Context: an optimization exercise on an open-source flow, tuned for small area and a short achievable clock period. The choices shown serve that exercise and are no tape-out recipe.
Function was checked by simulation only, so behaviour that the tests miss may differ from the original.
Power and IR drop assume default switching activity.

## flow/design.v (module list and top-level ports; edited modules follow where they fit)
// module part2: 995 lines
module part2 (
    clear,
    clock,
    digit,
    digit_valid,
    end_of_line,
    total,
    line_result
);
  // ...
==> flow/flow/run.sh <==
#!/bin/bash
# The standard layout, except that synthesis maps adders to plain gates
# (no full/half adder cells), so ABC can restructure the arithmetic.
set -euo pipefail
bash standard.sh ADDER_MAP_FILE= finish > standard_flow.log 2>&1
==> flow/standard.sh <==
#!/bin/bash
# synth_recipe.tcl (not shown) runs the flow's synth.tcl, then flattens the netlist and writes it again
# the make line also repeats each setting of config.mk as NAME=value (left out here)
make -C /OpenROAD-flow-scripts/flow DESIGN_CONFIG=/design/flow/config.mk WORK_HOME=/design/flow/orfs CLKGATE_MAP_FILE= SYNTH_SCRIPT=/design/flow/synth_recipe.tcl "${@:-finish}"
==> flow/config.mk <==
export PLATFORM = sky130hd
export DESIGN_NAME = part2
export DESIGN_NICKNAME = part2
export VERILOG_FILES = /design/flow/design.v
export SDC_FILE = /design/flow/constraint.sdc
export NUM_CORES = 4
export LEC_CHECK = 0
export ABC_AREA = 1
export CAP_MARGIN = 20
export CORE_MARGIN = 2
export CORE_UTILIZATION = 40
export SETUP_SLACK_MARGIN = 2.5
export SLEW_MARGIN = 20
==> flow/constraint.sdc <==
create_clock -name core_clock -period 6.5 [get_ports {clock}]
set_input_delay 1.3000 -clock core_clock [delete_from_list [all_inputs] [get_ports {clock}]]
set_output_delay 1.3000 -clock core_clock [all_outputs]
set_load 0.01 [all_outputs]
==> run summary, run 1 <==
Finish
The proportion of cell area occupied by registers is 0.159. The area occupied by registers is 3390 µm². The repair_antennas step left the layout with diodes totalling 0. The layout has 587 inverters outside the clock class.

Clocking
Clock tree synthesis selected as its root buffer the cell sky130_fd_sc_hd__clkbuf_16. The post-CTS repair timing setup buffer count is 0.

Floorplanning
The initialized floorplan defines 80 standard-cell rows. The number of well-tap cells placed is 615.

Global routing
Entering global routing, the biggest net connects 89 pins. The global-route met2 utilization is 0.357. For met3 alone, demand over resource in global routing was 0.0235. The global-route met1 utilization is 0.313. The first global-routing pass estimated 90.5 mm of wire. The number of global-route vias before repair came to 18.0k.

Drt
The remaining antenna violation count after routing is 0. The number of vias per cell is 4.88. Detailed routing placed a total of 2.18 mm of wire on met3.

Run status
The run finished with no timing, DRC or antenna violations.

Critical path
The critical path runs through a total of 11 cells. Of all nets on the critical path, the largest fanout is 5. The most numerous cell type found on the critical path is sky130_fd_sc_hd__nand2_2. The setup path with the least slack is of type reg -> out.

Power
Sequential cells consume a total of 0.00116 W. The power density over the cells is 228 nW/µm². Of the total power, the clock network draws 0.227.

Logic synthesis
The arithmetic-cell share of the synthesized area counting full adders, half adders and majority gates is 0.00157.

Worst hold path
The worst hold-check path type is reg -> reg.

Place
The cell count after placement is 4129.
==> inputs of run 2 (changes only) <==
--- a/flow/config.mk
+++ b/flow/config.mk
@@ -9,5 +9,5 @@
 export CAP_MARGIN = 20
 export CORE_MARGIN = 2
 export CORE_UTILIZATION = 40
-export SETUP_SLACK_MARGIN = 2.5
+export SETUP_SLACK_MARGIN = 3.5
 export SLEW_MARGIN = 20
==> run 2 against run 1 <==
  * Still clean on timing, DRC and antenna
  * Die area did not move
  * Area after synthesis did not move
  * Final cell count rose by 10%
  * Synthesized cell count did not move
==> run summary, run 2 <==
Global routing
The overall track demand over capacity in global routing is 0.253 (was 0.222). The maximum number of pins on one net before global-route repair is 66 (was 89). The first-pass GRT wire length is 103 mm (was 90.5 mm). The met3 usage is 0.0325 (was 0.0235). The initial antenna violation count is 0 (unchanged). The routing layer with the top usage in global route was met2 (unchanged). The global-route met1 utilization was 0.329 (was 0.313). The global-route met2 utilization is 0.426 (was 0.357). The number of global-route vias before repair is 20.9k (was 18.0k).

The final global-route overflow total is 0 (unchanged).

Drt
The number of vias per cell is 5.35 (was 4.88). The total wire length is 75.7 mm (was 55.1 mm). The number of vias in the routed layout is 24.5k (was 20.3k). The final routed DRC violation total is 0 (unchanged). The per-cell routed wire length is 16.5 µm (was 13.2 µm). The remaining antenna violation count after routing is 0 (unchanged). The number of violations reported at the end of detailed-routing iteration 0 is 2394 (was 1225). The detailed-router iteration count before antenna repair was 6 (was 5).

Clocking
The total number of H-tree levels is 4 (unchanged). The post-CTS clock slew at the launch and capture registers of the worst setup and hold paths was 0.08 ns (was 0.07 ns). The number of buffers between clock root and the deepest sink was 2 (unchanged). The number of buffers inserted for hold repair after clock tree synthesis was 0 (unchanged). The number of CTS-inserted buffers came to 17 (unchanged). The source-to-sink clock delay at the later pin of the worst-skew pair is 0.47 ns (was 0.48 ns).

The clock tree from TritonCTS is yes (unchanged). The number of clock sinks is 169 (unchanged). The cell at the root of the clock tree is sky130_fd_sc_hd__clkbuf_16 (unchanged).

Worst hold path
The hold-critical path endpoint is tot[43]$_SDFFE_PP0P_ (was tot[46]$_SDFFE_PP0P_). The origin of the worst min-delay path is tot[43]$_SDFFE_PP0P_ (was tot[46]$_SDFFE_PP0P_). The hold-critical path depth was 2 (unchanged). The worst hold-check path type is reg -> reg (unchanged).

Finish
The leading cell type in the layout, fill and taps excluded is sky130_fd_sc_hd__nand2_1 (unchanged). Most used cells in the layout excluding fill and tap cells: sky130_fd_sc_hd__nand2_1 (754), sky130_fd_sc_hd__inv_1 (429), sky130_fd_sc_hd__nand2_2 (383) (was sky130_fd_sc_hd__nand2_1 (1227), sky130_fd_sc_hd__inv_1 (511), sky130_fd_sc_hd__nand3_1 (324)). The number of diodes added for antenna fixing is 0 (unchanged). The layout-stage area growth over the synthesis result is 59.9% (was 11.4%). The number of nets in the layout is 3969 (was 3546). The number of standard cells in the final layout excluding fillers was 4589 (was 4166). The number of flip-flops in the largest register is 64 (unchanged). The most flop-heavy register is tot (unchanged).

The share of post-route cells with drive strength above 1 was 0.444 (was 0.106). Largest regs: tot: 64 flops, x: 47 flops, ls: 40 flops (unchanged).

Power
The worst IR drop on VDD is 231 µV (was 208 µV). The power dissipated by switching net loads is 0.00328 W (was 0.00228 W). The reported leakage power is 15.5 nW (was 11.7 nW). The switching part of the total power is 0.479 (was 0.469).

The combinational cell fraction of total power is 0.656 (was 0.535). The internal cell power is 0.00357 W (was 0.00258 W). The power density over the cells is 223 nW/µm² (was 228 nW/µm²).

The share of power burned in registers was 0.171 (was 0.239). The fraction of power consumed by the clock network is 0.173 (was 0.227).

Place
The sum of net half-perimeters after detailed placement is 44.3 mm (was 43.9 mm). The weighted congestion at the end of routability-driven global placement is 0.937 (was 0.967). The number of port buffers came to 111 (unchanged). The cell count after placement is 4130 (was 4129).

Floorplanning
The area inside the core boundary is 47500 µm² (unchanged). The horizontal extent of the die is 223 µm (unchanged). The I/O pin count was 120 (unchanged). The height of the chip is 223 µm (unchanged). The area of the die is 49600 µm² (unchanged). The initial cell density of the core is 0.403 (unchanged). The number of rows in the core area is 80 (unchanged).

Logic synthesis
The average footprint of a synthesized cell came to 5.51 µm² (unchanged). The post-synthesis cell type count is 64 (unchanged). The arithmetic-cell share of the synthesized area counting full adders, half adders and majority gates was 0.00157 (unchanged). The portion of netlist area occupied by mux cells was 0 (unchanged).

The proportion of register bits with asynchronous set or reset after synthesis is 0 (unchanged). The portion of the post-synthesis area used by sequential elements is 0.177 (unchanged). The top flip-flop cell by instance count after synthesis was sky130_fd_sc_hd__dfxtp_1 (unchanged).

The synthesized-area fraction occupied by and/or/nand/nor cells is 0.465 (unchanged). The count of yosys warnings during synthesis is 1 (unchanged). The area fraction in compound gates after synthesis is 0.158 (unchanged).

The largest family of logic cells by synthesized area was simple AND/OR/NAND/NOR gates (unchanged). The netlist area before placement is 19100 µm² (unchanged). The xor/xnor share of the synthesized area came to 0.0547 (unchanged). The cell taking the most area after synthesis is sky130_fd_sc_hd__nand2_1 (unchanged). The synthesized instance count is 3477 (unchanged). Cells taking the most area after synthesis: sky130_fd_sc_hd__nand2_1 (24%), sky130_fd_sc_hd__dfxtp_1 (18%), sky130_fd_sc_hd__inv_1 (10%), sky130_fd_sc_hd__nand3_1 (8.5%), sky130_fd_sc_hd__a21oi_1 (4.5%) (unchanged). Most common library cells after synthesis: sky130_fd_sc_hd__nand2_1 (1233), sky130_fd_sc_hd__inv_1 (512), sky130_fd_sc_hd__nand3_1 (325) (unchanged). The synthesis-stage register bit count is 169 (unchanged).

The most frequent cell after synthesis is sky130_fd_sc_hd__nand2_1 (unchanged). The count of flip-flops with a built-in enable after synthesis was 0 (unchanged). The share of the synthesized area in the top cell type came to 0.242 (unchanged).

Timing
The number of setup violations in the final report is 0 (unchanged). The accumulated negative setup slack is 0 ns (unchanged). The post-route minimum period came to 3.48 ns (was 3.83 ns). The slew at the pin closest to its max-slew limit is 0.642 ns (was 0.922 ns).

The achievable clock frequency was 287 MHz (was 261 MHz). The worst-case clock skew is 0.0165 ns (was 0.0217 ns). The count of endpoints failing hold in the final timing report is 0 (unchanged). Unrepaired setup endpoints after global routing: yes (unchanged). The count of pins over their slew limit is 0 (unchanged). The final clock period utilization by the worst path came to 0.536 (was 0.589). The worst relative slew slack was 0.572 (was 0.385).

Critical path
The kind of critical path is reg -> reg (was reg -> out). The worst flop-to-flop path startpoint is shr[9]$_SDFFE_PP0P_ (was x[44]$_SDFFE_PP0P_). The data required time of the worst path is 6.85 ns (was 5.20 ns). The critical path data arrival time is 3.84 ns (was 2.53 ns). The logic depth of the worst register-to-register path is 26 (was 22). The register-to-register path setup slack is 3.02 ns (was 2.87 ns).

The category of the worst setup path launch point is a flip-flop (unchanged). The maximum fanout encountered on the critical timing path was 8 (was 5). The category of the worst setup path capture point is a flip-flop (was output pin).

The worst reg2reg path endpoint is ls[23]$_SDFFE_PP0P_ (was ls[21]$_SDFFE_PP0P_).

Run
The number of maximum-capacitance constraint violations is 0 (unchanged).

Run status
Result of the run: complete, no violations (unchanged).
run 2: cell counts after synthesis:
Identical to the previous run, type by type.
run 2: layout make-up:
type                       count  area [µm²]
timing repair inverter         1        5.00
clock inverter                11         181
fill                        3872       16900
tap                          615         769
multi-input combinational   2645       18500
clock buffer                  21         480
timing repair buffer         540        4910
inverter                     587        2310
sequential                   169        3440
run 2: timing repair:
action                     4_1_cts  5_1_grt
buffers inserted               248      172
gates resized for setup        825      894
pin swaps                      248      443
gates cloned                     4        3
setup endpoints to repair      152      120
run 2: kinds of logic (layout without fill, tap and decap cells):
kind of cell,Yosys count,count (layout)
DFF,169,169
and+or+nand+nor,2023,2025
adders and majority gates,3,3
AOI/OAI and AO/OA,495,498
xor gates and xnor gates,111,111
buffers and inverters,675,1160
other,1,8
run 2: power by group through the flow:
| stage | clock network (W) | registers, W | logic (W) |
|---|---|---|---|
| floorplan | 0 | 0.00117 | 0.00204 |
| CTS | 0.00119 | 0.00116 | 0.00339 |
| global route | 0.00123 | 0.00118 | 0.00484 |
| detailed placement | 0 | 0.00118 | 0.00258 |
| global placement | 0 | 0.00118 | 0.00257 |
| finish | 0.00119 | 0.00117 | 0.00449 |
run 2: worst max-delay path by stage:
stage                              startpoint             endpoint  cells after the start
final                     shr[9]$_SDFFE_PP0P_  ls[23]$_SDFFE_PP0P_                     26
after global routing      shr[6]$_SDFFE_PP0P_  ls[23]$_SDFFE_PP0P_                     26
after CTS                  lg[0]$_SDFFE_PP0P_      line_result[39]                     12
after detailed placement             digit[0]   lg[0]$_SDFFE_PP0P_                     22
after global placement               digit[0]   lg[0]$_SDFFE_PP0P_                     22
after floorplan                      digit[0]   lg[0]$_SDFFE_PP0P_                     20
run 2: critical path, cell delays in order (launching register included):
cell                       delay, ns
sky130_fd_sc_hd__dfxtp_4        0.40
sky130_fd_sc_hd__buf_6          0.14
sky130_fd_sc_hd__o21ai_4        0.27
sky130_fd_sc_hd__clkinv_4       0.19
sky130_fd_sc_hd__buf_6          0.17
sky130_fd_sc_hd__nand3_4        0.09
sky130_fd_sc_hd__nand2_2        0.14
sky130_fd_sc_hd__nand2_4        0.12
sky130_fd_sc_hd__nand2_4        0.07
sky130_fd_sc_hd__nand3_4        0.11
sky130_fd_sc_hd__nand3_4        0.16
sky130_fd_sc_hd__inv_4          0.11
sky130_fd_sc_hd__nand3_4        0.09
sky130_fd_sc_hd__nand3_4        0.12
sky130_fd_sc_hd__nand2_2        0.07
sky130_fd_sc_hd__nand2_2        0.09
sky130_fd_sc_hd__nand2_2        0.07
sky130_fd_sc_hd__nand2_2        0.08
sky130_fd_sc_hd__nand3_2        0.09
sky130_fd_sc_hd__o21ai_2        0.19
sky130_fd_sc_hd__nand2_2        0.10
sky130_fd_sc_hd__nand2_4        0.11
sky130_fd_sc_hd__nand2_2        0.08
sky130_fd_sc_hd__nand3_2        0.06
sky130_fd_sc_hd__nand2_1        0.04
sky130_fd_sc_hd__nor2_1         0.10
sky130_fd_sc_hd__nor2_1         0.06
run 2: layer usage:
metal | wire [µm] | vias up | share of wire
li1 | - | 11916 | -
met1 | 31000 | 11192 | 0.41
met2 | 35500 | 1092 | 0.47
met3 | 5400 | 341 | 0.071
met4 | 3790 | 0 | 0.050
met5 | 0 | - | 0
run 2: through the flow:
| stage | area (µm²) | power (W) | hold WS [ns] | worst slack (ns) | util |
|---|---|---|---|---|---|
| 2_1_floorplan | 19200 | 0.00321 | 0.445 | 3.21 | - |
| 5_1_grt | 30600 | 0.00725 | 0.492 | 2.84 | 0.644 |
| 4_1_cts | 25900 | 0.00575 | 0.464 | 3.02 | 0.545 |
| 3_3_place_gp | 20600 | 0.00375 | 0.450 | 2.41 | 0.433 |
| 3_5_place_dp | 20600 | 0.00377 | 0.454 | 2.40 | 0.433 |
| 6_report | 30600 | 0.00684 | 0.463 | 3.02 | 0.644 |
==> inputs of run 3 (changes only) <==
==> flow/flow/run.sh (replaced) <==
#!/bin/bash
# The standard layout (standard.sh), with these changes:
#  - synthesis leaves adders to ABC as plain gates (ADDER_MAP_FILE empty: no
#    full or half adder cells), so ABC can restructure the arithmetic;
#  - ABC's area script maps for a delay target (flow/abc_area.script) instead
#    of the unreachable default, so it can recover area off the critical paths;
set -euo pipefail
here=$(pwd)
rm -rf "$here/synth_scripts"
cp -r "$FLOW_HOME/scripts" "$here/synth_scripts"
cp "$here/flow/abc_area.script" "$here/synth_scripts/abc_area.script"
bash standard.sh ADDER_MAP_FILE= SCRIPTS_DIR="$here/synth_scripts" synth > synth.log 2>&1
export BUFFER_PORTS_ARGS="-buffer_cell sky130_fd_sc_hd__buf_2"
bash standard.sh ADDER_MAP_FILE= "BUFFER_PORTS_ARGS=$BUFFER_PORTS_ARGS" finish > layout.log 2>&1
==> flow/flow/abc_area.script (new file) <==
strash
dch
map -D 3000
topo
stime -c
buffer -c
upsize -c -D 3000
dnsize -c -D 3000
--- a/flow/config.mk
+++ b/flow/config.mk
@@ -9,5 +9,5 @@
 export CAP_MARGIN = 20
 export CORE_MARGIN = 2
 export CORE_UTILIZATION = 40
-export SETUP_SLACK_MARGIN = 3.5
+export SETUP_SLACK_MARGIN = 2.2
 export SLEW_MARGIN = 20
==> run 3 against run 2 <==
  * Hold slack better by 0.0052 ns
  * Sequential share of layout area up 7.5 points
  * Design area down 41%
  * Via count down 32%
  * Core utilization down 19 points
  * Wire length down 39%
  * Synthesized cell count down 20%
  * Register-to-register slack worse by 0.48 ns
  * Combinational power down 32%
  * Final cell count down 26%
  * Global-route usage down 3.6 points
==> run summary, run 3 <==
Logic synthesis
The netlist area before placement was 16300 µm² (was 19100 µm²). The proportion of register bits with asynchronous set or reset after synthesis came to 0 (unchanged). The post-synthesis cell type count is 78 (was 64). The synthesized instance count was 2770 (was 3477). The count of yosys warnings during synthesis is 1 (unchanged).

The average footprint of a synthesized cell was 5.88 µm² (was 5.51 µm²). The synthesis-stage register bit count is 169 (unchanged). The most frequent cell after synthesis is sky130_fd_sc_hd__nand2_1 (unchanged). The cell taking the most area after synthesis is sky130_fd_sc_hd__dfxtp_1 (was sky130_fd_sc_hd__nand2_1).

The share of the synthesized area in the top cell type is 0.208 (was 0.242). Cells taking the most area after synthesis: sky130_fd_sc_hd__dfxtp_1 (21%), sky130_fd_sc_hd__nand2_1 (14%), sky130_fd_sc_hd__nor2_1 (11%), sky130_fd_sc_hd__inv_1 (8.3%), sky130_fd_sc_hd__xor2_1 (7.3%) (was sky130_fd_sc_hd__nand2_1 (24%), sky130_fd_sc_hd__dfxtp_1 (18%), sky130_fd_sc_hd__inv_1 (10%), sky130_fd_sc_hd__nand3_1 (8.5%), sky130_fd_sc_hd__a21oi_1 (4.5%)). Most common library cells after synthesis: sky130_fd_sc_hd__nand2_1 (604), sky130_fd_sc_hd__nor2_1 (459), sky130_fd_sc_hd__inv_1 (362) (was sky130_fd_sc_hd__nand2_1 (1233), sky130_fd_sc_hd__inv_1 (512), sky130_fd_sc_hd__nand3_1 (325)). The portion of the post-synthesis area used by sequential elements was 0.208 (was 0.177).

The top flip-flop cell by instance count after synthesis is sky130_fd_sc_hd__dfxtp_1 (unchanged). The count of flip-flops with a built-in enable after synthesis is 0 (unchanged).

Floorplanning
The height of the chip is 206 µm (was 223 µm). The area of the die is 42300 µm² (was 49600 µm²). The I/O pin count is 120 (unchanged). The initial cell density of the core came to 0.408 (was 0.403).

The area inside the core boundary came to 39900 µm² (was 47500 µm²). The number of rows in the core area is 73 (was 80). The horizontal extent of the die is 206 µm (was 223 µm).

Timing
The smallest setup slack after layout is 2.54 ns (was 3.02 ns). The achievable clock frequency is 252 MHz (was 287 MHz). Unrepaired setup endpoints after global routing: yes (unchanged). The worst-case clock skew is 0.0106 ns (was 0.0165 ns). The number of setup violations in the final report was 0 (unchanged). The count of pins over their slew limit was 0 (unchanged). The post-route minimum period is 3.96 ns (was 3.48 ns). The worst relative slew slack was 0.348 (was 0.572).

The accumulated negative setup slack is 0 ns (unchanged). The slew at the pin closest to its max-slew limit came to 0.977 ns (was 0.642 ns). The final clock period utilization by the worst path is 0.610 (was 0.536). The count of endpoints failing hold in the final timing report is 0 (unchanged).

Drt
The final routed DRC violation total was 0 (unchanged). The per-cell routed wire length is 13.5 µm (was 16.5 µm). The number of vias per cell is 4.91 (was 5.35). The number of vias in the routed layout came to 16.6k (was 24.5k).

The number of violations reported at the end of detailed-routing iteration 0 was 1191 (was 2394). The detailed-router iteration count before antenna repair is 5 (was 6). The total wire length is 45.9 mm (was 75.7 mm). The remaining antenna violation count after routing was 0 (unchanged).

Power
The reported leakage power is 8.78 nW (was 15.5 nW). The switching part of the total power is 0.472 (was 0.479). The share of power burned in registers is 0.225 (was 0.171).

The power density over the cells is 292 nW/µm² (was 223 nW/µm²). The worst IR drop on VDD is 224 µV (was 231 µV). The combinational cell fraction of total power is 0.577 (was 0.656). The power dissipated by switching net loads is 0.00251 W (was 0.00328 W). The internal cell power is 0.00281 W (was 0.00357 W). The post-layout total power is 0.00532 W (was 0.00684 W). The fraction of power consumed by the clock network was 0.199 (was 0.173).

Finish
The number of nets in the layout is 2855 (was 3969). Largest regs: tot: 64 flops, x: 47 flops, ls: 40 flops (unchanged). The share of post-route cells with drive strength above 1 is 0.133 (was 0.444).

The number of diodes added for antenna fixing is 0 (unchanged). The layout-stage area growth over the synthesis result is 11.6% (was 59.9%). The leading cell type in the layout, fill and taps excluded is sky130_fd_sc_hd__nand2_1 (unchanged). The most flop-heavy register is tot (unchanged). The final design area excluding fillers is 18200 µm² (was 30600 µm²). The number of flip-flops in the largest register came to 64 (unchanged).

The filler cell count was 4198 (was 3872). Most used cells in the layout excluding fill and tap cells: sky130_fd_sc_hd__nand2_1 (604), sky130_fd_sc_hd__nor2_1 (443), sky130_fd_sc_hd__inv_1 (361) (was sky130_fd_sc_hd__nand2_1 (754), sky130_fd_sc_hd__inv_1 (429), sky130_fd_sc_hd__nand2_2 (383)).

Critical path
The register-to-register path setup slack came to 2.54 ns (was 3.02 ns). The critical path data arrival time is 2.66 ns (was 3.84 ns). The logic depth of the worst register-to-register path is 23 (was 26). The data required time of the worst path is 5.20 ns (was 6.85 ns).

The maximum fanout encountered on the critical timing path came to 4 (was 8). The beginning of the critical path is lg[0]$_SDFFE_PP0P_ (was shr[9]$_SDFFE_PP0P_). The worst reg2reg path endpoint is ls[15]$_SDFFE_PP0P_ (was ls[23]$_SDFFE_PP0P_). The category of the worst setup path capture point was an output pin (was flip-flop). The kind of critical path is reg -> out (was reg -> reg). The destination of the critical timing path is line_result[39] (was ls[23]$_SDFFE_PP0P_). The worst flop-to-flop path startpoint is shr[7]$_SDFFE_PP0P_ (was shr[9]$_SDFFE_PP0P_). The category of the worst setup path launch point was a flip-flop (unchanged).

Global routing
The initial antenna violation count is 0 (unchanged). The maximum number of pins on one net before global-route repair came to 104 (was 66). The first-pass GRT wire length is 74.0 mm (was 103 mm). The number of global-route vias before repair is 14.8k (was 20.9k). The final global-route overflow total is 0 (unchanged). The overall track demand over capacity in global routing is 0.216 (was 0.253).

Place
The weighted congestion at the end of routability-driven global placement was 0.960 (was 0.937). The sum of net half-perimeters after detailed placement came to 36.1 mm (was 44.3 mm). The post-detailed-placement cell area came to 17100 µm² (was 20600 µm²). The setup slack after placement is 1.91 ns (was 2.40 ns). The number of port buffers is 111 (unchanged).

Clocking
The cell at the root of the clock tree is sky130_fd_sc_hd__clkbuf_16 (unchanged). The post-CTS clock slew at the launch and capture registers of the worst setup and hold paths is 0.07 ns (was 0.08 ns). The number of buffers between clock root and the deepest sink is 2 (unchanged). The number of CTS-inserted buffers came to 17 (unchanged). The source-to-sink clock delay at the later pin of the worst-skew pair was 0.47 ns (about the same). The number of buffers inserted for hold repair after clock tree synthesis is 0 (unchanged). The clock tree from TritonCTS is yes (unchanged). The number of clock sinks is 169 (unchanged). The total number of H-tree levels is 4 (unchanged).

Run status
Result of the run: complete, no violations (unchanged).

Run
The number of maximum-capacitance constraint violations is 0 (unchanged).

Worst hold path
The worst hold-check path type is reg -> reg (unchanged).
==> run 3: cell types whose count changed after synthesis, moves of 15 or more <==
| cell | change |
|---|---|
| sky130_fd_sc_hd__nand2_1 | -629 |
| sky130_fd_sc_hd__nand3_1 | -271 |
| sky130_fd_sc_hd__nor2_1 | +242 |
| sky130_fd_sc_hd__inv_1 | -150 |
| sky130_fd_sc_hd__xor2_1 | +68 |
| sky130_fd_sc_hd__a21oi_1 | +62 |
| sky130_fd_sc_hd__nand2_2 | -62 |
| sky130_fd_sc_hd__o21ai_0 | +39 |
| sky130_fd_sc_hd__inv_2 | -33 |
| sky130_fd_sc_hd__nand4_1 | -30 |
| sky130_fd_sc_hd__nand3_2 | -25 |
| sky130_fd_sc_hd__or2_1 | +22 |
| sky130_fd_sc_hd__xnor2_1 | +15 |
==> run 3: power by group through the flow <==
stage	logic, W	registers [W]	clock network, W
2_1_floorplan	0.00247	0.00120	0
3_3_place_gp	0.00297	0.00121	0
3_5_place_dp	0.00301	0.00121	0
4_1_cts	0.00302	0.00119	0.00109
5_1_grt	0.00349	0.00121	0.00112
6_report	0.00307	0.00119	0.00106
==> run 3: kinds of logic after synthesis <==
family	share of synthesized area
simple gates	0.324
compound gates	0.239
buf+inv	0.119
xor+xnor	0.107
flops	0.208
fa+ha+maj	0.00307
other cells	0.000230
==> run 3: routing by layer <==
layer / GRT usage / share of wire / vias to the layer above
met5: 0 / 0 / -
met1: 0.302 / 0.50 / 7239
met2: 0.343 / 0.43 / 314
met4: 0.0564 / 0.020 / 0
li1: - / - / 9002
met3: 0.0371 / 0.049 / 58
==> run 3: worst min path at each step <==
stage               cells after the start  slack, ns                   end            startpoint
floorplan                               2       0.44    lp[0]$_SDFFE_PP0P_    lp[0]$_SDFFE_PP0P_
global placement                        2       0.45  tot[63]$_SDFFE_PP0P_  tot[63]$_SDFFE_PP0P_
detailed placement                      2       0.45  tot[63]$_SDFFE_PP0P_  tot[63]$_SDFFE_PP0P_
CTS                                     2       0.47  tot[63]$_SDFFE_PP0P_  tot[63]$_SDFFE_PP0P_
global route                            2       0.48  tot[63]$_SDFFE_PP0P_  tot[63]$_SDFFE_PP0P_
finish                                  2       0.47  tot[63]$_SDFFE_PP0P_  tot[63]$_SDFFE_PP0P_
==> run 3: area by class of cell <==
type                       instances  area (µm²)  share of cell area
inverter                         401        1520              0.0838
multi-input combinational       2130       11300               0.622
tap                              525         657              0.0361
clock buffer                      19         453              0.0249
sequential                       169        3400               0.187
clock inverter                    13         133             0.00730
timing repair buffer             128         711              0.0391
==> run 3: metrics by stage <==
step / utilization / hold WS, ns / cells
after global routing: 0.455 / 0.478 / 3385
after CTS: 0.444 / 0.465 / 3371
after detailed placement: 0.429 / 0.452 / 3339
after floorplan: - / 0.444 / 2777
final: 0.455 / 0.468 / 3385
after global placement: 0.429 / 0.448 / 3339
==> run 3: critical path, stage by stage (launching register included) <==
cell and delay (ns):
sky130_fd_sc_hd__dfxtp_2 0.36, sky130_fd_sc_hd__a21oi_1 0.10, sky130_fd_sc_hd__inv_1 0.11, sky130_fd_sc_hd__a21oi_1 0.10, sky130_fd_sc_hd__inv_1 0.10, sky130_fd_sc_hd__a21oi_1 0.09, sky130_fd_sc_hd__nor2_1 0.13, sky130_fd_sc_hd__inv_1 0.09
sky130_fd_sc_hd__nor3_2 0.17, sky130_fd_sc_hd__nand2_1 0.10, sky130_fd_sc_hd__nor2_1 0.17, sky130_fd_sc_hd__nand2_1 0.11, sky130_fd_sc_hd__nor2_2 0.16, sky130_fd_sc_hd__xor2_2 0.22, sky130_fd_sc_hd__buf_2 0.17
==> run 3: timing repair <==
item                       in CTS  in global routing
setup endpoints to repair      11                 54
cloned                          0                  1
gates resized for setup         4                 80
pin swaps                       0                  7
buffers inserted                0                 13
==> inputs of run 4 (changes only) <==
==> flow/flow/abc_area.script (replaced) <==
strash
dch -f
map -D 3000
topo
stime -c
buffer -c
upsize -c -D 3000
dnsize -c -D 3000
==> run 4 against run 3 <==
  * First-iteration DRC count fell by 9.3%
  * Synthesized cell count fell by 0.54%
  * Highest routed layer unchanged
  * Wire length fell by 0.71%
  * Clock skew rose by 0.0011 ns
  * Largest power group unchanged
==> run summary, run 4 <==
Logic synthesis
The count of flip-flops with a built-in enable after synthesis is 0 (unchanged). Cells taking the most area after synthesis: sky130_fd_sc_hd__dfxtp_1 (21%), sky130_fd_sc_hd__nand2_1 (16%), sky130_fd_sc_hd__nor2_1 (10%), sky130_fd_sc_hd__inv_1 (7.8%), sky130_fd_sc_hd__a21oi_1 (7.7%) (was sky130_fd_sc_hd__dfxtp_1 (21%), sky130_fd_sc_hd__nand2_1 (14%), sky130_fd_sc_hd__nor2_1 (11%), sky130_fd_sc_hd__inv_1 (8.3%), sky130_fd_sc_hd__xor2_1 (7.3%)). The portion of the post-synthesis area used by sequential elements came to 0.211 (was 0.208). The synthesis-stage register bit count is 169 (unchanged). The cell taking the most area after synthesis was sky130_fd_sc_hd__dfxtp_1 (unchanged). The share of the synthesized area in the top cell type came to 0.211 (was 0.208). The most frequent cell after synthesis is sky130_fd_sc_hd__nand2_1 (unchanged).

The top flip-flop cell by instance count after synthesis is sky130_fd_sc_hd__dfxtp_1 (unchanged). The post-synthesis cell type count is 79 (was 78). The proportion of register bits with asynchronous set or reset after synthesis is 0 (unchanged). The count of yosys warnings during synthesis is 1 (unchanged). The average footprint of a synthesized cell is 5.83 µm² (was 5.88 µm²). The synthesized instance count is 2755 (was 2770). The netlist area before placement is 16100 µm² (was 16300 µm²). Most common library cells after synthesis: sky130_fd_sc_hd__nand2_1 (667), sky130_fd_sc_hd__nor2_1 (443), sky130_fd_sc_hd__inv_1 (333) (was sky130_fd_sc_hd__nand2_1 (604), sky130_fd_sc_hd__nor2_1 (459), sky130_fd_sc_hd__inv_1 (362)).

Critical path
The cell type of the slowest stage on the worst timing path is sky130_fd_sc_hd__dfxtp_2 (unchanged). The category of the worst setup path capture point was an output pin (unchanged). The maximum fanout encountered on the critical timing path is 4 (unchanged). The maximum cell stage delay along the critical path is 0.35 ns (was 0.36 ns).

The data required time of the worst path is 5.20 ns (about the same). The category of the worst setup path launch point is a flip-flop (unchanged). The critical path data arrival time came to 2.74 ns (was 2.66 ns). The number of buffer and inverter stages on the critical path is 5 (was 4). The cell family contributing the most delay on the critical path was compound AO/OA/AOI/OAI gates (was simple AND/OR/NAND/NOR gates). The kind of critical path is reg -> out (unchanged).

Cell-by-cell listing of the critical path: a21oi_2, inv_2, a21oi_2, inv_1, a21oi_1, nor2_1, inv_1, nor2_2, and2_1, nand2_1, nor2_1, nand2_1, nor2_1, xnor2_1, inv_1, buf_2 (was a21oi_1, inv_1, a21oi_1, inv_1, a21oi_1, nor2_1, inv_1, nor3_2, nand2_1, nor2_1, nand2_1, nor2_2, xor2_2, buf_2).

Clocking
The cell at the root of the clock tree is sky130_fd_sc_hd__clkbuf_16 (unchanged). The number of buffers inserted for hold repair after clock tree synthesis was 0 (unchanged). The number of buffers between clock root and the deepest sink is 2 (unchanged). The number of clock sinks is 169 (unchanged). The total number of H-tree levels is 4 (unchanged). The clock tree from TritonCTS was yes (unchanged). The number of CTS-inserted buffers is 17 (unchanged). The post-CTS clock slew at the launch and capture registers of the worst setup and hold paths is 0.07 ns (about the same). The source-to-sink clock delay at the later pin of the worst-skew pair is 0.47 ns (about the same).

Finish
The leading cell type in the layout, fill and taps excluded is sky130_fd_sc_hd__nand2_1 (unchanged). Largest regs: tot: 64 flops, x: 47 flops, ls: 40 flops (unchanged). The area occupied by registers came to 3400 µm² (about the same). The most flop-heavy register was tot (unchanged). The filler cell count is 4182 (was 4198).

The layout-stage area growth over the synthesis result came to 11.1% (was 11.6%). The share of post-route cells with drive strength above 1 came to 0.124 (was 0.133). The number of diodes added for antenna fixing was 0 (unchanged). Most used cells in the layout excluding fill and tap cells: sky130_fd_sc_hd__nand2_1 (662), sky130_fd_sc_hd__nor2_1 (437), sky130_fd_sc_hd__inv_1 (326) (was sky130_fd_sc_hd__nand2_1 (604), sky130_fd_sc_hd__nor2_1 (443), sky130_fd_sc_hd__inv_1 (361)). The number of flip-flops in the largest register is 64 (unchanged). The number of nets in the layout is 2850 (was 2855). The area occupied by multi-input gates was 11200 µm² (was 11300 µm²). The number of standard cells in the final layout excluding fillers came to 3378 (was 3385).

Drt
The number of violations reported at the end of detailed-routing iteration 0 is 1080 (was 1191). The total wire length is 45.5 mm (was 45.9 mm). The detailed-router iteration count before antenna repair is 8 (was 5). The per-cell routed wire length is 13.5 µm (about the same). The final routed DRC violation total was 0 (unchanged). The number of vias in the routed layout came to 16.7k (was 16.6k). The number of vias per cell came to 4.96 (was 4.91).

The remaining antenna violation count after routing was 0 (unchanged).

Place
The sum of net half-perimeters after detailed placement is 36.1 mm (about the same). The number of port buffers is 111 (unchanged). The cell count after placement came to 3332 (was 3339). The weighted congestion at the end of routability-driven global placement is 0.972 (was 0.960).

Power
The post-layout total power is 0.00402 W (was 0.00532 W). The power density over the cells came to 225 nW/µm² (was 292 nW/µm²). The reported leakage power is 8.49 nW (was 8.78 nW). The worst IR drop on VDD is 126 µV (was 224 µV).

Floorplanning
The area inside the core boundary is 39700 µm² (was 39900 µm²). The area of the die is 41800 µm² (was 42300 µm²). The number of rows in the core area is 73 (unchanged).

The I/O pin count is 120 (unchanged). The height of the chip is 204 µm (was 206 µm). The horizontal extent of the die is 204 µm (was 206 µm). The initial cell density of the core is 0.404 (was 0.408).

Worst hold path
The worst hold-check path type is reg -> reg (unchanged).

Timing
Unrepaired setup endpoints after global routing: yes (unchanged). The worst relative slew slack is 0.428 (was 0.348). The final clock period utilization by the worst path is 0.622 (was 0.610). The post-route minimum period is 4.04 ns (was 3.96 ns). The achievable clock frequency is 247 MHz (was 252 MHz). The count of endpoints failing hold in the final timing report came to 0 (unchanged). The number of setup violations in the final report came to 0 (unchanged). The worst-case clock skew is 0.0116 ns (was 0.0106 ns). The accumulated negative setup slack is 0 ns (unchanged).

The slew at the pin closest to its max-slew limit is 0.853 ns (was 0.977 ns). The count of pins over their slew limit came to 0 (unchanged).

Global routing
The maximum number of pins on one net before global-route repair is 79 (was 104). The initial antenna violation count is 0 (unchanged). The overall track demand over capacity in global routing was 0.216 (about the same). The first-pass GRT wire length came to 73.7 mm (was 74.0 mm). The final global-route overflow total was 0 (unchanged). The number of global-route vias before repair is 15.0k (was 14.8k).

Run status
Result of the run: complete, no violations (unchanged).

Run
The number of maximum-capacitance constraint violations is 0 (unchanged).
-- run 4: cell types whose count changed after synthesis, sizes merged, moves of 5 or more --
cell | before | now
nand2 | 621 | 690
inv | 399 | 359
nor2 | 482 | 456
o21ai | 257 | 235
a21oi | 242 | 254
a21boi | 26 | 16
nor3 | 26 | 36
o21a | 15 | 5
or2 | 53 | 63
xnor2 | 50 | 60
a22oi | 9 | 3
a21o | 6 | 1
a221oi | 8 | 3
xor2 | 142 | 137
-- run 4: tightest hold or removal path, delay by kind of cell (launching register included) --
family | cells | cell delay, ns
AO/OA/AOI/OAI | 1 | 0.05
AND/OR/NAND/NOR | 1 | 0.06
flip-flops | 1 | 0.31
-- run 4: timing repair --
action | CTS | global route
setup buffers | 0 | 16
pin swaps | 0 | 7
endpoints found under the setup margin | 6 | 55
resized for setup | 2 | 66
-- run 4: power by group --
part / internal, W / leakage [nW] / switching [W] / total (W)
clock network: 0.000494 / 0.249 / 0.000457 / 0.000951
registers: 0.00110 / 1.38 / 0.0000607 / 0.00116
logic: 0.000702 / 6.86 / 0.00120 / 0.00191
-- run 4: cell type report --
class	count	share of cell area
flip-flops and latches	169	0.190
well taps	525	0.0368
multi-input cells	2156	0.625
inverters	363	0.0777
repair buffers	135	0.0414
clock inverters	10	0.00407
clock buffers	20	0.0250
-- run 4: per-stage QoR --
step | instance area (µm²) | utilization | setup slack, ns | hold WS, ns
6_report | 17800 | 0.449 | 2.46 | 0.471
3_3_place_gp | 17000 | 0.427 | 2.08 | 0.456
2_1_floorplan | 16100 | - | 2.43 | 0.444
3_5_place_dp | 17000 | 0.427 | 1.96 | 0.458
4_1_cts | 17500 | 0.440 | 2.24 | 0.470
5_1_grt | 17800 | 0.449 | 2.13 | 0.510
-- run 4: kinds of logic (layout without fill, tap and decap cells) --
| group | count (synthesis) | after routing | share of synthesized area |
|---|---|---|---|
| and+or+nand+nor | 1339 | 1339 | 0.345 |
| AOI/OAI and AO/OA | 607 | 607 | 0.217 |
| buffers and inverters | 437 | 528 | 0.111 |
| xor gates and xnor gates | 197 | 197 | 0.113 |
| DFF | 169 | 169 | 0.211 |
| adders and majority gates | 5 | 5 | 0.00311 |
| other | 1 | 8 | 0.000233 |
-- run 4: final timing paths --
path | from | endpoint | slack, ns | depth (start not counted)
max | lg[0]$_SDFFE_PP0P_ | line_result[39] | 2.46 | 16
min | lp[2]$_SDFFE_PP0P_ | lp[2]$_SDFFE_PP0P_ | 0.47 | 2
max reg2reg | shr[7]$_SDFFE_PP0P_ | ls[31]$_SDFFE_PP0P_ | 2.50 | 23
min reg2reg | lp[2]$_SDFFE_PP0P_ | lp[2]$_SDFFE_PP0P_ | 0.47 | 2
-- run 4: metal layers --
metal  part of all wire  global-route usage  vias up  wire (µm)
li1                   -                   -     8941          -
met2               0.44               0.343      326      19900
met1               0.50               0.301     7442      22800
met4              0.020              0.0722        0        901
met3              0.042              0.0277       39       1940
met5                  0                   0        -          0
==> inputs of run 5 (changes only) <==
==> flow/flow/abc_area.script (replaced) <==
strash
dch -f
map -D 3000 -A 0.9
topo
stime -c
buffer -c
upsize -c -D 3000
dnsize -c -D 3000
==> run 5 against run 4 <==
  * Still clean on timing, DRC and antenna
  * Sequential share of layout area is 0.41 points lower
  * Synthesized cell count is 8.5% higher
  * Sequential cell count stayed put
  * Clock power is 18% higher
  * Final cell count is 6.8% higher
  * Total power is 4.5% higher
  * Critical endpoint unchanged
  * Highest routed layer unchanged
==> run summary, run 5 <==
Drt
The total wire length is 45.8 mm (was 45.5 mm). The remaining antenna violation count after routing came to 0 (unchanged). The detailed-router iteration count before antenna repair is 7 (was 8). The number of violations reported at the end of detailed-routing iteration 0 is 948 (was 1080). The final routed DRC violation total is 0 (unchanged).

The number of vias in the routed layout came to 17.1k (was 16.7k). The per-cell routed wire length is 12.7 µm (was 13.5 µm). The number of vias per cell is 4.73 (was 4.96).

Clocking
The number of clock sinks came to 169 (unchanged). The post-CTS clock slew at the launch and capture registers of the worst setup and hold paths is 0.07 ns (about the same). The cell at the root of the clock tree was sky130_fd_sc_hd__clkbuf_16 (unchanged).

The total number of H-tree levels is 4 (unchanged). The clock tree from TritonCTS was yes (unchanged). The number of buffers between clock root and the deepest sink is 2 (unchanged). The source-to-sink clock delay at the later pin of the worst-skew pair is 0.47 ns (about the same). The number of CTS-inserted buffers is 17 (unchanged).

Timing
The worst relative slew slack came to 0.351 (was 0.428). The final clock period utilization by the worst path is 0.611 (was 0.622). The count of endpoints failing hold in the final timing report was 0 (unchanged).

The post-route minimum period is 3.97 ns (was 4.04 ns). The count of pins over their slew limit is 0 (unchanged). The achievable clock frequency is 252 MHz (was 247 MHz). The worst-case clock skew came to 0.0112 ns (was 0.0116 ns). Unrepaired setup endpoints after global routing: no (was yes). The slew at the pin closest to its max-slew limit is 0.973 ns (was 0.853 ns). The accumulated negative setup slack is 0 ns (unchanged). The number of setup violations in the final report is 0 (unchanged).

Global routing
The final global-route overflow total is 0 (unchanged). The maximum number of pins on one net before global-route repair was 107 (was 79). The first-pass GRT wire length was 75.1 mm (was 73.7 mm).

The overall track demand over capacity in global routing is 0.217 (was 0.216). The number of global-route vias before repair is 15.3k (was 15.0k). The initial antenna violation count is 0 (unchanged).

Logic synthesis
The netlist area before placement is 16400 µm² (was 16100 µm²). The top flip-flop cell by instance count after synthesis is sky130_fd_sc_hd__dfxtp_1 (unchanged). The share of the synthesized area in the top cell type came to 0.208 (was 0.211). The synthesized instance count is 2988 (was 2755). The portion of the post-synthesis area used by sequential elements was 0.206 (was 0.211). The count of flip-flops with a built-in enable after synthesis is 0 (unchanged). Most common library cells after synthesis: sky130_fd_sc_hd__nand2_1 (908), sky130_fd_sc_hd__nor2_1 (534), sky130_fd_sc_hd__inv_1 (382) (was sky130_fd_sc_hd__nand2_1 (667), sky130_fd_sc_hd__nor2_1 (443), sky130_fd_sc_hd__inv_1 (333)). The proportion of register bits with asynchronous set or reset after synthesis is 0 (unchanged).

The post-synthesis cell type count is 52 (was 79). The average footprint of a synthesized cell came to 5.49 µm² (was 5.83 µm²). The count of yosys warnings during synthesis came to 1 (unchanged). The most frequent cell after synthesis is sky130_fd_sc_hd__nand2_1 (unchanged). Cells taking the most area after synthesis: sky130_fd_sc_hd__nand2_1 (21%), sky130_fd_sc_hd__dfxtp_1 (21%), sky130_fd_sc_hd__nor2_1 (12%), sky130_fd_sc_hd__inv_1 (8.7%), sky130_fd_sc_hd__a21oi_1 (7.1%) (was sky130_fd_sc_hd__dfxtp_1 (21%), sky130_fd_sc_hd__nand2_1 (16%), sky130_fd_sc_hd__nor2_1 (10%), sky130_fd_sc_hd__inv_1 (7.8%), sky130_fd_sc_hd__a21oi_1 (7.7%)). The synthesis-stage register bit count was 169 (unchanged). The cell taking the most area after synthesis is sky130_fd_sc_hd__nand2_1 (was sky130_fd_sc_hd__dfxtp_1).

Critical path
The category of the worst setup path launch point is a flip-flop (unchanged). The kind of critical path is reg -> out (unchanged). The data required time of the worst path was 5.20 ns (about the same).

Counting stages on the worst path, the most repeated cell is sky130_fd_sc_hd__inv_1. The cell type of the slowest stage on the worst timing path is sky130_fd_sc_hd__dfxtp_1 (was sky130_fd_sc_hd__dfxtp_2). The critical path data arrival time is 2.67 ns (was 2.74 ns). The maximum cell stage delay along the critical path is 0.37 ns (was 0.35 ns). The category of the worst setup path capture point is an output pin (unchanged).

The maximum fanout encountered on the critical timing path is 4 (unchanged). Cell-by-cell listing of the critical path: a21oi_1, inv_1, nand2_1, inv_1, nor2_1, inv_1, a21oi_1, inv_1, nand2_1, nor2_1, and2_1, nand2_1, nor2_1, nand2_1, nor2_2, xnor2_2, inv_1, buf_2 (was a21oi_2, inv_2, a21oi_2, inv_1, a21oi_1, nor2_1, inv_1, nor2_2, and2_1, nand2_1, nor2_1, nand2_1, nor2_1, xnor2_1, inv_1, buf_2).

Power
The internal cell power is 0.00242 W (was 0.00229 W). The worst IR drop on VDD is 148 µV (was 126 µV). The switching part of the total power was 0.423 (was 0.429). The share of power burned in registers is 0.275 (was 0.289). The fraction of power consumed by the clock network is 0.267 (was 0.237). The reported leakage power is 9.43 nW (was 8.49 nW).

The power dissipated by switching net loads was 0.00177 W (was 0.00172 W). The power density over the cells is 230 nW/µm² (was 225 nW/µm²). The post-layout total power is 0.00420 W (was 0.00402 W). The combinational cell fraction of total power is 0.458 (was 0.475).

Finish
The share of post-route cells with drive strength above 1 is 0.109 (was 0.124). The layout-stage area growth over the synthesis result is 11.0% (was 11.1%). Largest regs: tot: 64 flops, x: 47 flops, ls: 40 flops (unchanged). The leading cell type in the layout, fill and taps excluded is sky130_fd_sc_hd__nand2_1 (unchanged). The number of nets in the layout came to 3070 (was 2850). The number of diodes added for antenna fixing came to 0 (unchanged).

The most flop-heavy register is tot (unchanged). The number of flip-flops in the largest register came to 64 (unchanged). Most used cells in the layout excluding fill and tap cells: sky130_fd_sc_hd__nand2_1 (901), sky130_fd_sc_hd__nor2_1 (516), sky130_fd_sc_hd__inv_1 (377) (was sky130_fd_sc_hd__nand2_1 (662), sky130_fd_sc_hd__nor2_1 (437), sky130_fd_sc_hd__inv_1 (326)).

Place
The number of port buffers is 111 (unchanged). The sum of net half-perimeters after detailed placement was 36.6 mm (was 36.1 mm). The weighted congestion at the end of routability-driven global placement is 0.927 (was 0.972).

Worst hold path
The worst hold-check path type is reg -> reg (unchanged).

Floorplanning
The initial cell density of the core is 0.404 (about the same). The area of the die was 42700 µm² (was 41800 µm²). The area inside the core boundary is 40600 µm² (was 39700 µm²).

The horizontal extent of the die came to 207 µm (was 204 µm). The I/O pin count is 120 (unchanged). The height of the chip is 207 µm (was 204 µm). The number of rows in the core area is 74 (was 73).

Run
The number of maximum-capacitance constraint violations is 0 (unchanged).

Run status
Result of the run: complete, no violations (unchanged).
## run 5: cell count changes in the layout (fill, tap and decap cells not counted), moves of 15 or more
cell,before,now
sky130_fd_sc_hd__a31oi_1,23,6
sky130_fd_sc_hd__buf_4,25,6
sky130_fd_sc_hd__inv_1,326,377
sky130_fd_sc_hd__nand2_1,662,901
sky130_fd_sc_hd__nand3_1,49,29
sky130_fd_sc_hd__nor2_1,437,516
sky130_fd_sc_hd__nor2_2,13,31
sky130_fd_sc_hd__nor3_1,31,14
sky130_fd_sc_hd__o22ai_1,16,1
sky130_fd_sc_hd__xnor2_1,54,79
## run 5: cell families after synthesis
logic type / synth area share
AND/OR/NAND/NOR: 0.400
buffers and inverters: 0.118
AO/OA/AOI/OAI: 0.155
XOR/XNOR: 0.121
flip-flops: 0.206
other: 0.000228
## run 5: metal layers
| metal | vias to the layer above | wire, µm | track usage |
|---|---|---|---|
| met5 | - | 0 | 0 |
| met1 | 7493 | 23100 | 0.304 |
| met4 | 0 | 674 | 0.0546 |
| li1 | 9257 | - | - |
| met3 | 33 | 1790 | 0.0281 |
| met2 | 289 | 20200 | 0.352 |
## run 5: repair_timing
item	CTS	global route
cloned	0	0
buffers inserted	0	1
pin swaps	0	5
setup endpoints to repair	2	42
hold buffers	0	0
gates resized for setup	2	59
## run 5: power by group through the flow
| stage | Sequential (W) | Clock (W) | Combinational [W] |
|---|---|---|---|
| 2_1_floorplan | 0.00117 | 0 | 0.00154 |
| 3_3_place_gp | 0.00117 | 0 | 0.00188 |
| 3_5_place_dp | 0.00118 | 0 | 0.00191 |
| 4_1_cts | 0.00115 | 0.00115 | 0.00191 |
| 5_1_grt | 0.00116 | 0.00119 | 0.00221 |
| 6_report | 0.00115 | 0.00112 | 0.00192 |
## run 5: stage by stage
stage	hold slack [ns]	setup WS [ns]	util	instance area, µm²	cells
after floorplan	0.445	3.01	-	16400	2995
final	0.464	2.53	0.448	18200	3607
after global placement	0.448	2.29	0.427	17400	3574
after global routing	0.488	2.20	0.448	18200	3607
after CTS	0.466	2.31	0.443	18000	3606
after detailed placement	0.454	2.21	0.427	17400	3574
## run 5: final timing paths
path / start / to / slack (ns) / cells after the start
worst max-delay path: lg[0]$_SDFFE_PP0P_ / line_result[39] / 2.53 / 18
worst min-delay path: tot[58]$_SDFFE_PP0P_ / tot[58]$_SDFFE_PP0P_ / 0.46 / 2
worst max register to register: shr[10]$_SDFFE_PP0P_ / ls[23]$_SDFFE_PP0P_ / 2.61 / 25
worst min register to register: tot[58]$_SDFFE_PP0P_ / tot[58]$_SDFFE_PP0P_ / 0.46 / 2
## run 5: area by class of cell
cell class / count / area [µm²]
clock buffers: 18 / 439
clock inverters: 14 / 185
fillers: 4407 / 22400
inverters: 420 / 1600
multi-input cells: 2337 / 11300
flip-flops and latches: 169 / 3390
well taps: 532 / 666
repair buffers: 117 / 616
## run 5: critical path: cells and delay by family, from the launching register on
kind                   cells  cell delay [ns]
AO/OA/AOI/OAI              2             0.18
XOR/XNOR                   1             0.14
buffers and inverters      6             0.48
flip-flops                 1             0.37
AND/OR/NAND/NOR            9             1.05
==> inputs of run 6 (changes only) <==
--- a/flow/config.mk
+++ b/flow/config.mk
@@ -9,5 +9,6 @@
 export CAP_MARGIN = 20
 export CORE_MARGIN = 2
 export CORE_UTILIZATION = 40
+export GPL_TIMING_DRIVEN = 1
 export SETUP_SLACK_MARGIN = 2.2
 export SLEW_MARGIN = 20
==> run 6 against run 5 <==
  * Critical endpoint unchanged
  * Combinational power about the same
  * Still clean on timing, DRC and antenna
  * Via count unchanged
  * Count of clock-buffer cells in the layout unchanged
  * Register-to-register slack about the same
  * Largest cell class unchanged
  * Fmax unchanged
==> run summary, run 6 <==
Run status
Result of the run: complete, no violations (unchanged).

Timing
The count of pins over their slew limit is 0 (unchanged). The worst relative slew slack was 0.351 (unchanged). Unrepaired setup endpoints after global routing: no (unchanged). The achievable clock frequency is 252 MHz (unchanged).

The post-route minimum period is 3.97 ns (unchanged). The count of endpoints failing hold in the final timing report is 0 (unchanged). The accumulated negative setup slack is 0 ns (unchanged). The final clock period utilization by the worst path is 0.611 (unchanged). The number of setup violations in the final report was 0 (unchanged). The slew at the pin closest to its max-slew limit was 0.973 ns (unchanged).

The worst hold margin came to 0.464 ns (unchanged). The worst-case clock skew is 0.0112 ns (unchanged). The smallest setup slack after layout is 2.53 ns (unchanged).

Critical path
The category of the worst setup path capture point was an output pin (unchanged). The data required time of the worst path came to 5.20 ns (about the same). The maximum fanout encountered on the critical timing path is 4 (unchanged). The cell family contributing the most delay on the critical path was simple AND/OR/NAND/NOR gates (unchanged). The category of the worst setup path launch point is a flip-flop (unchanged). The cell type of the slowest stage on the worst timing path is sky130_fd_sc_hd__dfxtp_1 (unchanged).

The maximum cell stage delay along the critical path is 0.37 ns (about the same). Cell-by-cell listing of the critical path: a21oi_1, inv_1, nand2_1, inv_1, nor2_1, inv_1, a21oi_1, inv_1, nand2_1, nor2_1, and2_1, nand2_1, nor2_1, nand2_1, nor2_2, xnor2_2, inv_1, buf_2 (unchanged). The number of buffer and inverter stages on the critical path is 6 (unchanged). The most repeated library cell on the critical path is sky130_fd_sc_hd__inv_1 (unchanged). The critical path data arrival time is 2.67 ns (about the same). The kind of critical path is reg -> out (unchanged).

Clocking
The cell at the root of the clock tree is sky130_fd_sc_hd__clkbuf_16 (unchanged). The number of CTS-inserted buffers came to 17 (unchanged). The clock tree from TritonCTS was yes (unchanged).

The number of clock sinks came to 169 (unchanged). The number of buffers between clock root and the deepest sink is 2 (unchanged). The number of buffers inserted for hold repair after clock tree synthesis is 0 (unchanged).

The total number of H-tree levels is 4 (unchanged). The post-CTS clock slew at the launch and capture registers of the worst setup and hold paths came to 0.07 ns (about the same). The source-to-sink clock delay at the later pin of the worst-skew pair is 0.47 ns (about the same).

Global routing
The overall track demand over capacity in global routing is 0.217 (unchanged). The routing layer with the top usage in global route is met2 (unchanged). The number of global-route vias before repair is 15.3k (unchanged). The met3 usage was 0.0281 (unchanged).

The maximum number of pins on one net before global-route repair came to 107 (unchanged). The final global-route overflow total came to 0 (unchanged). The initial antenna violation count is 0 (unchanged). The global-route met2 utilization came to 0.352 (unchanged).

The first-pass GRT wire length is 75.1 mm (unchanged). The global-route met1 utilization is 0.304 (unchanged).

Logic synthesis
The count of yosys warnings during synthesis was 1 (unchanged). The top flip-flop cell by instance count after synthesis is sky130_fd_sc_hd__dfxtp_1 (unchanged). The count of flip-flops with a built-in enable after synthesis is 0 (unchanged). The share of the synthesized area in the top cell type is 0.208 (unchanged). The proportion of register bits with asynchronous set or reset after synthesis was 0 (unchanged). Most common library cells after synthesis: sky130_fd_sc_hd__nand2_1 (908), sky130_fd_sc_hd__nor2_1 (534), sky130_fd_sc_hd__inv_1 (382) (unchanged). Cells taking the most area after synthesis: sky130_fd_sc_hd__nand2_1 (21%), sky130_fd_sc_hd__dfxtp_1 (21%), sky130_fd_sc_hd__nor2_1 (12%), sky130_fd_sc_hd__inv_1 (8.7%), sky130_fd_sc_hd__a21oi_1 (7.1%) (unchanged).

The largest family of logic cells by synthesized area is simple AND/OR/NAND/NOR gates (unchanged). The synthesis-stage register bit count is 169 (unchanged). The area fraction in compound gates after synthesis is 0.155 (unchanged). The average footprint of a synthesized cell is 5.49 µm² (unchanged).

The synthesized-area fraction occupied by and/or/nand/nor cells was 0.400 (unchanged). The most frequent cell after synthesis is sky130_fd_sc_hd__nand2_1 (unchanged). The portion of the post-synthesis area used by sequential elements is 0.206 (unchanged). The netlist area before placement was 16400 µm² (unchanged). The post-synthesis cell type count is 52 (unchanged). The arithmetic-cell share of the synthesized area counting full adders, half adders and majority gates is 0 (unchanged). The cell taking the most area after synthesis is sky130_fd_sc_hd__nand2_1 (unchanged). The xor/xnor share of the synthesized area is 0.121 (unchanged). The portion of netlist area occupied by mux cells is 0 (unchanged).

The synthesized instance count is 2988 (unchanged).

Finish
The core occupancy in the finished layout is 0.448 (unchanged). Most used cells in the layout excluding fill and tap cells: sky130_fd_sc_hd__nand2_1 (901), sky130_fd_sc_hd__nor2_1 (516), sky130_fd_sc_hd__inv_1 (377) (unchanged). The number of flip-flops in the largest register is 64 (unchanged). The layout-stage area growth over the synthesis result was 11.0% (unchanged).

The number of diodes added for antenna fixing is 0 (unchanged). The share of post-route cells with drive strength above 1 is 0.109 (unchanged). The most flop-heavy register is tot (unchanged).

Largest regs: tot: 64 flops, x: 47 flops, ls: 40 flops (unchanged). The number of nets in the layout is 3070 (unchanged). The leading cell type in the layout, fill and taps excluded is sky130_fd_sc_hd__nand2_1 (unchanged).

Place
The sum of net half-perimeters after detailed placement was 36.6 mm (unchanged). The number of port buffers is 111 (unchanged). The setup slack after placement is 2.21 ns (unchanged).

The weighted congestion at the end of routability-driven global placement is 0.927 (unchanged).

Worst hold path
The worst hold-check path type is reg -> reg (unchanged).

Drt
The final routed DRC violation total is 0 (unchanged). The number of violations reported at the end of detailed-routing iteration 0 is 948 (unchanged). The per-cell routed wire length is 12.7 µm (unchanged). The total wire length came to 45.8 mm (unchanged).

The number of vias per cell was 4.73 (unchanged). The remaining antenna violation count after routing is 0 (unchanged). The number of vias in the routed layout is 17.1k (unchanged). The detailed-router iteration count before antenna repair is 7 (unchanged).

Floorplanning
The number of rows in the core area is 74 (unchanged). The I/O pin count is 120 (unchanged). The initial cell density of the core was 0.404 (unchanged). The area of the die is 42700 µm² (unchanged). The area inside the core boundary is 40600 µm² (unchanged). The horizontal extent of the die is 207 µm (unchanged). The height of the chip is 207 µm (unchanged).

Power
The power density over the cells was 230 nW/µm² (unchanged). The reported leakage power is 9.43 nW (unchanged). The worst IR drop on VDD came to 148 µV (unchanged).

Run
The number of maximum-capacitance constraint violations came to 0 (unchanged).
## run 6: cell counts after synthesis
Identical to the previous run, type by type.
## run 6: cells by family after synthesis
| kind of cell | Yosys count |
|---|---|
| flops | 169 |
| xor+xnor | 220 |
| compound gates | 480 |
| other cells | 1 |
| buf+inv | 489 |
| simple gates | 1629 |
## run 6: report_power, final
part	internal, W	leakage, nW	switching (W)
clock network	0.000626	0.307	0.000496
logic	0.000700	7.75	0.00122
registers	0.00110	1.38	0.0000562
## run 6: worst register-to-register path, stage by stage (launching register included)
cell                      delay, ns
sky130_fd_sc_hd__dfxtp_1       0.41
sky130_fd_sc_hd__inv_2         0.07
sky130_fd_sc_hd__nand2_1       0.05
sky130_fd_sc_hd__and2_2        0.26
sky130_fd_sc_hd__inv_1         0.17
sky130_fd_sc_hd__o21ai_0       0.50
sky130_fd_sc_hd__nor2_1        0.13
sky130_fd_sc_hd__inv_1         0.09
sky130_fd_sc_hd__nand2_1       0.06
sky130_fd_sc_hd__or2_1         0.24
sky130_fd_sc_hd__nand2_1       0.05
sky130_fd_sc_hd__and2_1        0.12
sky130_fd_sc_hd__or2_1         0.11
sky130_fd_sc_hd__nand2_1       0.06
sky130_fd_sc_hd__xor2_1        0.15
sky130_fd_sc_hd__nand2_1       0.08
sky130_fd_sc_hd__nand2_1       0.05
sky130_fd_sc_hd__nand2_1       0.09
sky130_fd_sc_hd__nand2_1       0.10
sky130_fd_sc_hd__o21ai_2       0.20
sky130_fd_sc_hd__nand2_2       0.09
sky130_fd_sc_hd__a31oi_4       0.18
sky130_fd_sc_hd__nand3_2       0.12
sky130_fd_sc_hd__or2_0         0.21
sky130_fd_sc_hd__nand3_1       0.07
sky130_fd_sc_hd__a31oi_1       0.07
## run 6: routing by layer
| layer | vias up | share of wire |
|---|---|---|
| li1 | 9257 | - |
| met1 | 7493 | 0.50 |
| met2 | 289 | 0.44 |
| met4 | 0 | 0.015 |
| met5 | - | 0 |
| met3 | 33 | 0.039 |
## run 6: area by class of cell
class	count	area (µm²)
Clock buffer	18	439
Inverter	420	1600
Tap cell	532	666
Timing Repair Buffer	117	616
Clock inverter	14	185
Multi-Input combinational cell	2337	11300
Sequential cell	169	3390
Fill cell	4407	22400
## run 6: stage by stage
stage,total power (W),std cells,instance area (µm²)
floorplan,0.00271,2995,16400
global placement,0.00305,3574,17400
detailed placement,0.00308,3574,17400
CTS,0.00421,3606,18000
global route,0.00457,3607,18200
finish,0.00420,3607,18200
## run 6: worst paths after layout
kind	from	end	slack [ns]	depth (start not counted)
worst min register to register	tot[58]$_SDFFE_PP0P_	tot[58]$_SDFFE_PP0P_	0.46	2
worst max-delay path	lg[0]$_SDFFE_PP0P_	line_result[39]	2.53	18
worst min-delay path	tot[58]$_SDFFE_PP0P_	tot[58]$_SDFFE_PP0P_	0.46	2
worst max register to register	shr[10]$_SDFFE_PP0P_	ls[23]$_SDFFE_PP0P_	2.61	25
## run 6: what timing repair did
item	in CTS	in global routing
resized for setup	2	59
setup endpoints to repair	2	42
buffers inserted	0	1
pin swaps	0	5
==> inputs of run 7 (changes only) <==
--- a/flow/config.mk
+++ b/flow/config.mk
@@ -9,6 +9,5 @@
 export CAP_MARGIN = 20
 export CORE_MARGIN = 2
 export CORE_UTILIZATION = 40
-export GPL_TIMING_DRIVEN = 1
-export SETUP_SLACK_MARGIN = 2.2
+export SETUP_SLACK_MARGIN = 2.4
 export SLEW_MARGIN = 20
==> run 7 against run 6 <==
  * Combinational power increased by 4%
  * Register-to-register slack improved by 0.10 ns
  * First-iteration DRC count decreased by 1.1%
  * Final cell count increased by 1.0%
  * Sequential cell count unchanged
  * Core utilization increased by 1.5 points
  * Still clean on timing, DRC and antenna
  * Total power increased by 2.0%
  * Critical endpoint unchanged
  * Synthesized cell count unchanged
  * Die area unchanged
  * Highest routed layer unchanged
  * Fmax increased by 3.6%
==> run summary, run 7 <==
Place
The weighted congestion at the end of routability-driven global placement is 0.927 (unchanged). The sum of net half-perimeters after detailed placement was 36.6 mm (unchanged).

Finish
The layout-stage area growth over the synthesis result is 14.6% (was 11.0%). The filler cell count is 4350 (was 4407). The leading cell type in the layout, fill and taps excluded is sky130_fd_sc_hd__nand2_1 (unchanged). The number of diodes added for antenna fixing is 0 (unchanged). Largest regs: tot: 64 flops, x: 47 flops, ls: 40 flops (unchanged). The area occupied by multi-input gates came to 11600 µm² (was 11300 µm²). The area occupied by registers was 3400 µm² (was 3390 µm²). Most used cells in the layout excluding fill and tap cells: sky130_fd_sc_hd__nand2_1 (889), sky130_fd_sc_hd__nor2_1 (499), sky130_fd_sc_hd__inv_1 (372) (was sky130_fd_sc_hd__nand2_1 (901), sky130_fd_sc_hd__nor2_1 (516), sky130_fd_sc_hd__inv_1 (377)). The most flop-heavy register is tot (unchanged). The number of nets in the layout came to 3107 (was 3070).

Drt
The number of violations reported at the end of detailed-routing iteration 0 is 938 (was 948). The final routed DRC violation total is 0 (unchanged). The number of vias per cell is 4.74 (was 4.73). The total wire length came to 46.5 mm (was 45.8 mm).

Critical path
The kind of critical path is reg -> out (unchanged). Cell-by-cell listing of the critical path: a21oi_2, inv_1, nand2_1, inv_1, nor2_2, inv_1, a21oi_1, inv_1, nand2_1, nor2_2, and2_1, nand2_1, nor2_2, nand2_1, nor2_4, xnor2_2, inv_1, buf_2 (was a21oi_1, inv_1, nand2_1, inv_1, nor2_1, inv_1, a21oi_1, inv_1, nand2_1, nor2_1, and2_1, nand2_1, nor2_1, nand2_1, nor2_2, xnor2_2, inv_1, buf_2). The category of the worst setup path capture point is an output pin (unchanged).

The most repeated library cell on the critical path is sky130_fd_sc_hd__inv_1 (unchanged). The cell type of the slowest stage on the worst timing path is sky130_fd_sc_hd__dfxtp_2 (was sky130_fd_sc_hd__dfxtp_1). The beginning of the critical path is lg[0]$_SDFFE_PP0P_ (unchanged). The data required time of the worst path is 5.20 ns (about the same).

Logic synthesis
The count of flip-flops with a built-in enable after synthesis was 0 (unchanged). The share of the synthesized area in the top cell type was 0.208 (unchanged). The average footprint of a synthesized cell is 5.49 µm² (unchanged). The synthesized instance count was 2988 (unchanged). Most common library cells after synthesis: sky130_fd_sc_hd__nand2_1 (908), sky130_fd_sc_hd__nor2_1 (534), sky130_fd_sc_hd__inv_1 (382) (unchanged). The proportion of register bits with asynchronous set or reset after synthesis was 0 (unchanged).

The portion of the post-synthesis area used by sequential elements came to 0.206 (unchanged). The most frequent cell after synthesis was sky130_fd_sc_hd__nand2_1 (unchanged).

Global routing
The met3 usage is 0.0281 (unchanged). The initial antenna violation count is 0 (unchanged). The global-route met2 utilization is 0.353 (was 0.352). The maximum number of pins on one net before global-route repair was 107 (unchanged).

The routing layer with the top usage in global route is met2 (unchanged). The global-route met1 utilization is 0.304 (about the same). The number of global-route vias before repair is 15.2k (was 15.3k). The final global-route overflow total is 0 (unchanged). The overall track demand over capacity in global routing is 0.217 (about the same).

Power
The share of power burned in registers is 0.270 (was 0.275). The post-layout total power was 0.00428 W (was 0.00420 W). The worst IR drop on VDD is 150 µV (was 148 µV). The internal cell power is 0.00247 W (was 0.00242 W). The power dissipated by switching net loads is 0.00181 W (was 0.00177 W).

The fraction of power consumed by the clock network is 0.263 (was 0.267). The reported leakage power is 9.69 nW (was 9.43 nW).

Clocking
The clock tree from TritonCTS is yes (unchanged). The cell at the root of the clock tree is sky130_fd_sc_hd__clkbuf_16 (unchanged). The source-to-sink clock delay at the later pin of the worst-skew pair was 0.47 ns (about the same). The post-CTS clock slew at the launch and capture registers of the worst setup and hold paths came to 0.07 ns (about the same).

The total number of H-tree levels is 4 (unchanged). The number of buffers inserted for hold repair after clock tree synthesis is 0 (unchanged). The number of buffers between clock root and the deepest sink is 2 (unchanged).

The number of CTS-inserted buffers came to 17 (unchanged).

Timing
The worst relative slew slack was 0.345 (was 0.351). The count of pins over their slew limit was 0 (unchanged). The final clock period utilization by the worst path is 0.590 (was 0.611). The accumulated negative setup slack was 0 ns (unchanged).

Unrepaired setup endpoints after global routing: yes (was no). The number of setup violations in the final report was 0 (unchanged). The achievable clock frequency is 261 MHz (was 252 MHz). The count of endpoints failing hold in the final timing report is 0 (unchanged).

Worst hold path
The worst hold-check path type is reg -> reg (unchanged).

Floorplanning
The height of the chip is 207 µm (unchanged). The number of rows in the core area is 74 (unchanged). The initial cell density of the core is 0.404 (unchanged). The area inside the core boundary is 40600 µm² (unchanged).

The horizontal extent of the die was 207 µm (unchanged).

Run status
Result of the run: complete, no violations (unchanged).

Run
The number of maximum-capacitance constraint violations is 0 (unchanged).
==> run 7: changes by cell type in the layout (fill, tap and decap cells not counted), sizes merged <==
cell / previous run / this run
buf: 117 / 153
nor2: 551 / 552
inv: 422 / 420
clkinvlp: 1 / 3
==> run 7: logic make-up (layout without fill, tap and decap cells) <==
| group | Yosys count | after routing | share of synthesized area |
|---|---|---|---|
| AND/OR/NAND/NOR | 1629 | 1630 | 0.400 |
| buffers and inverters | 489 | 605 | 0.118 |
| flip-flops | 169 | 169 | 0.206 |
| other | 1 | 8 | 0.000228 |
| AO/OA/AOI/OAI | 480 | 480 | 0.155 |
| XOR/XNOR | 220 | 220 | 0.121 |
==> run 7: worst paths after layout <==
kind	to	slack (ns)
max	line_result[39]	2.66
min	lp[1]$_SDFFE_PP0P_	0.47
max reg2reg	ls[23]$_SDFFE_PP0P_	2.71
min reg2reg	lp[1]$_SDFFE_PP0P_	0.47
==> run 7: repair_timing <==
| item | 4_1_cts | 5_1_grt |
|---|---|---|
| gates cloned | 0 | 1 |
| endpoints found under the hold margin | 0 | 0 |
| endpoints found under the setup margin | 24 | 61 |
| setup buffers | 0 | 37 |
| pin swaps | 0 | 21 |
| resized for setup | 5 | 151 |
==> run 7: power groups by stage <==
stage               sequential (W)  clock, W  combinational [W]
floorplan                  0.00117         0            0.00154
global placement           0.00117         0            0.00188
detailed placement         0.00118         0            0.00191
CTS                        0.00115   0.00115            0.00191
global route               0.00116   0.00119            0.00229
finish                     0.00115   0.00112            0.00200
==> run 7: final cells by class <==
class | instances | share of cell area
repair buffers | 153 | 0.0471
inverters | 420 | 0.0862
multi-input cells | 2338 | 0.617
clock inverters | 14 | 0.00985
well taps | 532 | 0.0354
flip-flops and latches | 169 | 0.181
clock buffers | 18 | 0.0234
==> run 7: metrics by stage <==
stage | instances | utilization | setup WS [ns] | hold WS, ns | instance area, µm²
global route | 3644 | 0.463 | 2.37 | 0.488 | 18800
floorplan | 2995 | - | 3.01 | 0.445 | 16400
finish | 3644 | 0.463 | 2.66 | 0.465 | 18800
global placement | 3574 | 0.427 | 2.29 | 0.448 | 17400
CTS | 3606 | 0.443 | 2.41 | 0.466 | 18000
detailed placement | 3574 | 0.427 | 2.21 | 0.454 | 17400
==> run 7: metal layers <==
layer  vias up  wire [µm]
met5         -          0
met4         0        860
met3        45       1870
met2       316      20600
met1      7571      23100
li1       9333          -
==> run 7: worst max-delay path: cells and delay by family, from the launching register on <==
family                    cells  cell delay [ns]
AOI/OAI and AO/OA             2             0.28
xor gates and xnor gates      1             0.16
buffers and inverters         6             0.46
DFF                           1             0.34
and+or+nand+nor               9             0.82

Re-timed with assumed drivers on the ports (clkbuf_16 on the clock, buf_2 on other inputs), run 7 has 2.608 ns of setup slack against 2.664 ns with ideal ports, and 2.503 ns once port delays also move by the mid clock arrival of 0.521 ns.
